Source: an optimization exercise on an open RTL-to-GDS flow (aim: small area, a short achievable clock period and few clock cycles per item). Production flows keep margins and buffers that such runs may drop.
Only simulation tests tie the RTL to the original design; equivalence was not proved.

Setup of the previous run:
==> flow/design.v <==
module bk_add #(parameter W = 64) (
    input  [W-1:0] a, b,
    input          ci,
    output [W-1:0] s,
    output         co
);
    localparam N = W + 1;                  
    localparam L = $clog2(N);
    wire [N*(L+1)-1:0] gu, pu, gd;
    assign gu[N-1:0] = {a & b, ci};
    assign pu[N-1:0] = {a ^ b, 1'b0};
    genvar l, i;
    generate for (l = 0; l < L; l = l + 1) begin : up
        for (i = 0; i < N; i = i + 1) begin : b_
            if ((i % (2 << l)) == (2 << l) - 1) begin : c
                assign gu[(l+1)*N+i] = gu[l*N+i] | (pu[l*N+i] & gu[l*N+i-(1<<l)]);
                assign pu[(l+1)*N+i] = pu[l*N+i] & pu[l*N+i-(1<<l)];
            end else begin : n
                assign gu[(l+1)*N+i] = gu[l*N+i];
                assign pu[(l+1)*N+i] = pu[l*N+i];
            end
        end
    end endgenerate
    assign gd[L*N +: N] = gu[L*N +: N];
    generate for (l = L - 1; l >= 0; l = l - 1) begin : dn
        for (i = 0; i < N; i = i + 1) begin : b_
            if (l >= 1 && i >= (3 << (l - 1)) - 1 && ((i + 1 - (3 << (l - 1))) % (2 << (l - 1))) == 0) begin : c
                assign gd[l*N+i] = gd[(l+1)*N+i] | (pu[l*N+i] & gd[(l+1)*N+i-(1<<(l-1))]);
            end else begin : n
                assign gd[l*N+i] = gd[(l+1)*N+i];
            end
        end
    end endgenerate
    assign s = pu[N-1:1] ^ gd[N-2:0];
    assign co = gd[N-1];
endmodule
module sk_add #(parameter W = 64) (
    input  [W-1:0] a, b,
    input          ci,
    output [W-1:0] s,
    output         co
);
    localparam N = W + 1;                  
    localparam L = $clog2(N);
    wire [N*(L+1)-1:0] g, p;
    assign g[N-1:0] = {a & b, ci};
    assign p[N-1:0] = {a ^ b, 1'b0};
    genvar l, i;
    generate for (l = 0; l < L; l = l + 1) begin : lv
        for (i = 0; i < N; i = i + 1) begin : b_
            if ((i >> l) % 2 == 1) begin : c
                localparam J = ((i >> l) << l) - 1;
                assign g[(l+1)*N+i] = g[l*N+i] | (p[l*N+i] & g[l*N+J]);
                assign p[(l+1)*N+i] = p[l*N+i] & p[l*N+J];
            end else begin : n
                assign g[(l+1)*N+i] = g[l*N+i];
                assign p[(l+1)*N+i] = p[l*N+i];
            end
        end
    end endgenerate
    assign s = p[N-1:1] ^ g[L*N +: N-1];
    assign co = g[L*N+N-1];
endmodule
module ssm #(parameter LEN = 128)(clk, rst, start, a_in, b_in, n_in, ready, p_out);
    input clk, rst, start;
    input [LEN-1:0] a_in, b_in, n_in;
    output reg ready;
    output [LEN-1:0] p_out;
    localparam W = LEN + 3;
    localparam NB = 5;             
    localparam WB = 27;            
    localparam [2:0] ST_IDLE = 3'd0, ST_LOOP = 3'd1, ST_CONV = 3'd2, ST_FIN = 3'd3;
    reg [W-1:0] S, C;
    reg [2:0] st;
    reg [7:0] cnt;       
    reg bbit;            
    reg bnx;             
    reg [7:0] es;        
    reg [7:0] nt1, nt2;  
    reg [7:0] rab;       
    reg [8:0] nhi;       
    reg [7:0] w0, w1, w2;  
    reg first;           
    reg tl;              
    reg ph;              
    reg fb;              
    reg [6:0] ntop;      
    reg qp2, qm2, qm4;   
    reg [1:0] fstep;     
    reg cinr;            
    assign p_out = S[LEN:1];
    function cmp_neg8(input [7:0] x, input [7:0] y, input [7:0] z);
        reg [7:0] hs, hc, u, v, g, p, g1, p1, g2, p2;
        begin
            hs = x ^ y ^ z;
            hc = (x & y) | (x & z) | (y & z);
            u = hs;
            v = {hc[6:0], 1'b0};
            g = u & v;
            p = u ^ v;
            g1 = g | (p & {g[6:0], 1'b0});
            p1 = p & {p[6:0], 1'b0};
            g2 = g1 | (p1 & {g1[5:0], 2'b00});
            p2 = p1 & {p1[5:0], 2'b00};
            cmp_neg8 = p[7] ^ (g2[6] | (p2[6] & g2[2]));
        end
    endfunction
    wire in_loop = (st == ST_LOOP);
    wire in_fin = (st == ST_FIN);
    wire xneg = S[W-1];
    reg dn, nx, ld, d_p2, d_m2, d_m4;
    reg [1:0] fstep_n;
    always @(*) begin
        dn = 1'b0; nx = 1'b0; ld = 1'b0; d_p2 = 1'b0; d_m2 = 1'b0; d_m4 = 1'b0; fstep_n = 2'd2;
        if (!fb) begin
            if (fstep == 2'd0 && xneg) begin ld = 1'b1; d_p2 = 1'b1; fstep_n = 2'd2; end
            else dn = 1'b1;
        end else if (!ph) begin
            case (fstep)
                2'd0: begin ld = 1'b1; d_m4 = 1'b1; fstep_n = 2'd1; end
                2'd1: if (xneg) begin ld = 1'b1; d_p2 = 1'b1; fstep_n = 2'd2; end else nx = 1'b1;
                2'd2: if (xneg) begin ld = 1'b1; d_p2 = 1'b1; fstep_n = 2'd3; end else nx = 1'b1;
                default: nx = 1'b1;
            endcase
        end else begin
            case (fstep)
                2'd0: begin ld = 1'b1; d_m2 = 1'b1; fstep_n = 2'd1; end
                2'd1: if (xneg) begin ld = 1'b1; d_p2 = 1'b1; fstep_n = 2'd2; end else dn = 1'b1;
                default: dn = 1'b1;
            endcase
        end
    end
    wire sel_p2 = (in_loop & qp2) | (in_fin & d_p2);
    wire sel_m2 = (in_loop & qm2) | (in_fin & d_m2);
    wire sel_m4 = (in_loop & qm4) | (in_fin & d_m4);
    wire qneg = sel_m2 | sel_m4;
    wire [W-1:0] n2 = {2'b00, n_in, 1'b0};
    wire [W-1:0] n4 = {1'b0, n_in, 2'b00};
    wire [W-1:0] qt = ({W{sel_p2}} & n2) | ({W{sel_m2}} & ~n2) | ({W{sel_m4}} & ~n4);
    wire [W-1:0] x1 = {S[W-2:0], first};
    wire [W-1:0] x2 = {C[W-2:0], first};
    wire [W-1:0] x3 = {3'b000, a_in & {LEN{bbit}}};
    wire [W-1:0] s1 = x1 ^ x2 ^ x3;
    wire [W-1:0] c1 = (x1 & x2) | (x1 & x3) | (x2 & x3);
    wire [W-1:0] c1s = {c1[W-2:0], 1'b0};
    wire [W-1:0] csa_s = s1 ^ c1s ^ qt;
    wire [W-1:0] c2 = (s1 & c1s) | (s1 & qt) | (c1s & qt);
    wire [W-1:0] csa_c = {c2[W-2:0], qneg};
    wire [7:0] en2 = {2'b00, ntop[6:1]};
    wire [7:0] en4 = {1'b0, ntop};
    wire [7:0] ext = ({8{qp2}} & en2) | ({8{qm2}} & ~en2) | ({8{qm4}} & ~en4);
    wire [7:0] es1 = es;
    wire [7:0] ec1 = ext;
    wire g0 = ~cmp_neg8(es1, ec1, w0);
    wire g1 = ~cmp_neg8(es1, ec1, w1);
    wire g2 = ~cmp_neg8(es1, ec1, w2);
    wire [2:0] kin = n_in[LEN-2:LEN-4];
    wire [7:0] nt1_in = 8'd0 - (8'd12 + {5'd0, kin});
    wire [7:0] nt2_in = 8'd0 - (8'd27 + {4'd0, kin, 1'b0} + {5'd0, kin});
    wire [7:0] at8 = {3'b000, a_in[LEN-1:LEN-5]};
    wire [7:0] wa0 = at8 + 8'd6, wa1 = at8 + nt1, wa2 = at8 + nt2;
    wire [9:0] rx1 = S[W-3:W-12];                           
    wire [9:0] rx2 = C[W-3:W-12];
    wire [9:0] rx3 = {2'b00, rab};                          
    wire [9:0] rs1 = rx1 ^ rx2 ^ rx3;
    wire [9:0] rc1 = (rx1 & rx2) | (rx1 & rx3) | (rx2 & rx3);
    wire [8:0] rn2 = {1'b0, nhi[8:1]};                      
    wire [8:0] rn4 = nhi;                                   
    wire [8:0] rqt = ({9{qp2}} & rn2) | ({9{qm2}} & ~rn2) | ({9{qm4}} & ~rn4);
    wire [8:0] ra = rs1[9:1];                               
    wire [8:0] rb = rc1[8:0];                               
    wire [8:0] rs2 = ra ^ rb ^ rqt;
    wire [8:0] rc2 = (ra & rb) | (ra & rqt) | (rb & rqt);
    wire [7:0] es_nx = rs2[8:1] + rc2[7:0];                
    wire [W-1:0] sum;
    wire [NB-1:0] bco;
    genvar gb;
    generate for (gb = 0; gb < NB; gb = gb + 1) begin : blk
        localparam LO = gb * WB;
        localparam WD = (gb == NB - 1) ? W - LO : WB;
        sk_add #(WD) add (.a(S[LO+WD-1:LO]), .b(C[LO+WD-1:LO]), .ci(gb == 0 ? cinr : 1'b0),
                          .s(sum[LO+WD-1:LO]), .co(bco[gb]));
    end endgenerate
    reg [W-1:0] cc;      
    integer ib;
    always @(*) begin
        cc = {W{1'b0}};
        for (ib = 0; ib < NB - 1; ib = ib + 1)
            cc[(ib + 1) * WB] = bco[ib];
    end
    wire conv_done = ~|bco[NB-2:0];
    always @(posedge clk or posedge rst) begin
        if (rst)
            S <= {W{1'b0}};
        else case (st)
            ST_LOOP: S <= csa_s;
            ST_CONV: S <= sum;
            default: S <= S;
        endcase
    end
    always @(posedge clk) begin
        case (st)
            ST_IDLE: C <= ~S;
            ST_LOOP: C <= csa_c;
            ST_CONV: C <= cc;
            default: C <= qt;
        endcase
    end
    always @(posedge clk or posedge rst) begin
        if (rst) begin
            st <= ST_IDLE;
            ready <= 1'b1;
        end else begin
            case (st)
                ST_IDLE: if (start) begin
                    st <= ST_LOOP;
                    ready <= 1'b0;
                end
                ST_LOOP: if (tl || fb) st <= ST_CONV;
                ST_CONV: if (conv_done) st <= ST_FIN;
                ST_FIN: begin
                    if (dn) begin
                        st <= ST_IDLE;
                        ready <= 1'b1;
                    end else if (nx)
                        st <= ST_LOOP;
                    else
                        st <= ST_CONV;
                end
                default: st <= ST_IDLE;
            endcase
        end
    end
    always @(posedge clk) begin
        case (st)
            ST_IDLE: if (start) begin
                cnt <= 8'd125;
                bbit <= b_in[LEN-1];
                bnx <= b_in[LEN-2];
                first <= 1'b1;
                tl <= 1'b0;
                ph <= 1'b0;
                fb <= ~n_in[LEN-1];
                w0 <= 8'd6;
                w1 <= nt1_in;
                w2 <= nt2_in;
                nt1 <= nt1_in;
                nt2 <= nt2_in;
                rab <= a_in[LEN-1:LEN-8] & {8{b_in[LEN-1]}};
                nhi <= n_in[LEN-1:LEN-9];
                ntop <= n_in[LEN-1:LEN-7];
                qp2 <= 1'b0;
                qm2 <= 1'b0;
                qm4 <= 1'b0;
                fstep <= 2'd0;
                cinr <= 1'b0;
                es <= 8'hff;
            end
            ST_LOOP: begin
                first <= 1'b0;
                es <= es_nx;
                qp2 <= ~fb & ~first & ~g0;
                qm2 <= ~fb & ~first & g1 & ~g2;
                qm4 <= ~fb & ~first & g2;
                if (tl)
                    ph <= 1'b1;
                else begin
                    bbit <= bnx;
                    rab <= a_in[LEN-1:LEN-8] & {8{bnx}};
                    bnx <= cnt[7] ? 1'b0 : b_in[cnt[6:0]];
                    w0 <= bnx ? wa0 : 8'd6;
                    w1 <= bnx ? wa1 : nt1;
                    w2 <= bnx ? wa2 : nt2;
                    cnt <= cnt - 8'd1;
                    if (cnt == 8'hfe) tl <= 1'b1;
                end
                fstep <= 2'd0;
            end
            ST_CONV: cinr <= 1'b0;
            ST_FIN: begin
                qp2 <= 1'b0;
                qm2 <= 1'b0;
                qm4 <= 1'b0;
                if (!dn && !nx) begin
                    cinr <= qneg;
                    fstep <= fstep_n;
                end
            end
            default: ;
        endcase
    end
endmodule
Settings: LEC_CHECK=0, CAP_MARGIN=20, CORE_MARGIN=2, CORE_UTILIZATION=60, SETUP_SLACK_MARGIN=4.5, SLEW_MARGIN=20; clock period 7.5 ns.
standard.sh (not shown) runs the stock make flow with config.mk's settings and CLKGATE_MAP_FILE= SYNTH_SCRIPT=/design/flow/synth_recipe.tcl, a recipe that flattens the netlist after the stock synthesis.
==> flow/flow/run.sh <==
#!/bin/bash
# The standard layout (the standard.sh, standard synthesis included), with the
# ports buffered by the smallest buffer cell instead of the one buffer_ports picks.
set -euo pipefail
export BUFFER_PORTS_ARGS="-buffer_cell sky130_fd_sc_hd__buf_1"
bash standard.sh finish > standard_flow.log 2>&1
Testbench counts of the previous run, summed over its fixed seeds: cycles 34,177, items 256.
For the current run, these inputs were changed with respect to the previous run:
--- a/flow/design.v
+++ b/flow/design.v
@@ -73,13 +73,12 @@
     reg [W-1:0] S, C;
     reg [2:0] st;
     reg [7:0] cnt;       
     reg bbit;            
     reg bnx;             
     reg [7:0] es;        
-    reg [7:0] nt1, nt2;  
     reg [7:0] rab;       
     reg [8:0] nhi;       
     reg [7:0] w0, w1, w2;  
     reg first;           
     reg tl;              
     reg ph;              
@@ -154,12 +153,13 @@
     wire g0 = ~cmp_neg8(es1, ec1, w0);
     wire g1 = ~cmp_neg8(es1, ec1, w1);
     wire g2 = ~cmp_neg8(es1, ec1, w2);
     wire [2:0] kin = n_in[LEN-2:LEN-4];
     wire [7:0] nt1_in = 8'd0 - (8'd12 + {5'd0, kin});
     wire [7:0] nt2_in = 8'd0 - (8'd27 + {4'd0, kin, 1'b0} + {5'd0, kin});
+    wire [7:0] nt1 = nt1_in, nt2 = nt2_in;
     wire [7:0] at8 = {3'b000, a_in[LEN-1:LEN-5]};
     wire [7:0] wa0 = at8 + 8'd6, wa1 = at8 + nt1, wa2 = at8 + nt2;
     wire [9:0] rx1 = S[W-3:W-12];                           
     wire [9:0] rx2 = C[W-3:W-12];
     wire [9:0] rx3 = {2'b00, rab};                          
     wire [9:0] rs1 = rx1 ^ rx2 ^ rx3;
@@ -214,13 +214,19 @@
             case (st)
                 ST_IDLE: if (start) begin
                     st <= ST_LOOP;
                     ready <= 1'b0;
                 end
                 ST_LOOP: if (tl || fb) st <= ST_CONV;
-                ST_CONV: if (conv_done) st <= ST_FIN;
+                ST_CONV: if (conv_done) begin
+                    if (!fb && (fstep != 2'd0 || !sum[W-1])) begin
+                        st <= ST_IDLE;
+                        ready <= 1'b1;
+                    end else
+                        st <= ST_FIN;
+                end
                 ST_FIN: begin
                     if (dn) begin
                         st <= ST_IDLE;
                         ready <= 1'b1;
                     end else if (nx)
                         st <= ST_LOOP;
@@ -241,14 +247,12 @@
                 tl <= 1'b0;
                 ph <= 1'b0;
                 fb <= ~n_in[LEN-1];
                 w0 <= 8'd6;
                 w1 <= nt1_in;
                 w2 <= nt2_in;
-                nt1 <= nt1_in;
-                nt2 <= nt2_in;
                 rab <= a_in[LEN-1:LEN-8] & {8{b_in[LEN-1]}};
                 nhi <= n_in[LEN-1:LEN-9];
                 ntop <= n_in[LEN-1:LEN-7];
                 qp2 <= 1'b0;
                 qm2 <= 1'b0;
                 qm4 <= 1'b0;
==> comparison <==
The current run has completed all stages; timing, DRC and antenna checks passed.
Post-CTS setup-driven buffer insertion count in the current run vs the previous run: up 2
The previous run vs the current run, capturing element of the worst setup path: S[117]$_DFFE_PP0P_ vs w2[4]$_DFFE_PP_
On final cell utilization of the core: between the previous run and the current run, it ends up higher for the previous run.
Number of antenna violations at the first check in global routing in the current run is about 8% lower than in the previous run
Total of clock buffers placed in the layout shrinks by a few percent when moving from the previous run to the current run.
Going from the previous run to the current run, length in cells of the worst reg-to-reg path went down 1, number of diodes rose by 5.
Summary: first-iteration DRC count, the current run worse than the previous run
Cmp the previous run and the current run / met3 wirelength from detailed routing / lower: the previous run
Testbench counts of the current run, summed over its fixed seeds: cycles 33,921, items 256.

==> what the ideal ports hide <==
In the flow no input, the clock included, has a driving cell. The finished layouts below were timed again as built, in two steps.
Step 1: set_driving_cell puts a clkbuf_16 on clk and a buf_2 on each other input, an assumption about the parent block.
Step 2 moves the port delays by t, midway between the first and last clock arrival at a register: inputs arrive t later, outputs are due t later. That takes back most of the time a late clock gives input paths.
Three values: no drivers, after step 1, after step 2; two values: the first two.
run | shift t [ns] | setup slack, ns | hold WS [ns] | worst setup path at the end
the previous run | 0.649 | 4.315 / 4.315 / 3.879 | 0.577 / 0.577 / 0.577 | input to register
the current run | 0.641 | 4.334 / 4.340 / 3.700 | 0.569 / 0.569 / 0.569 | input to register
After both steps every run listed still meets setup and hold. The setup slack of the current run, which loses most, moves by +0.006 ns with the drivers and by -0.634 ns with both steps.
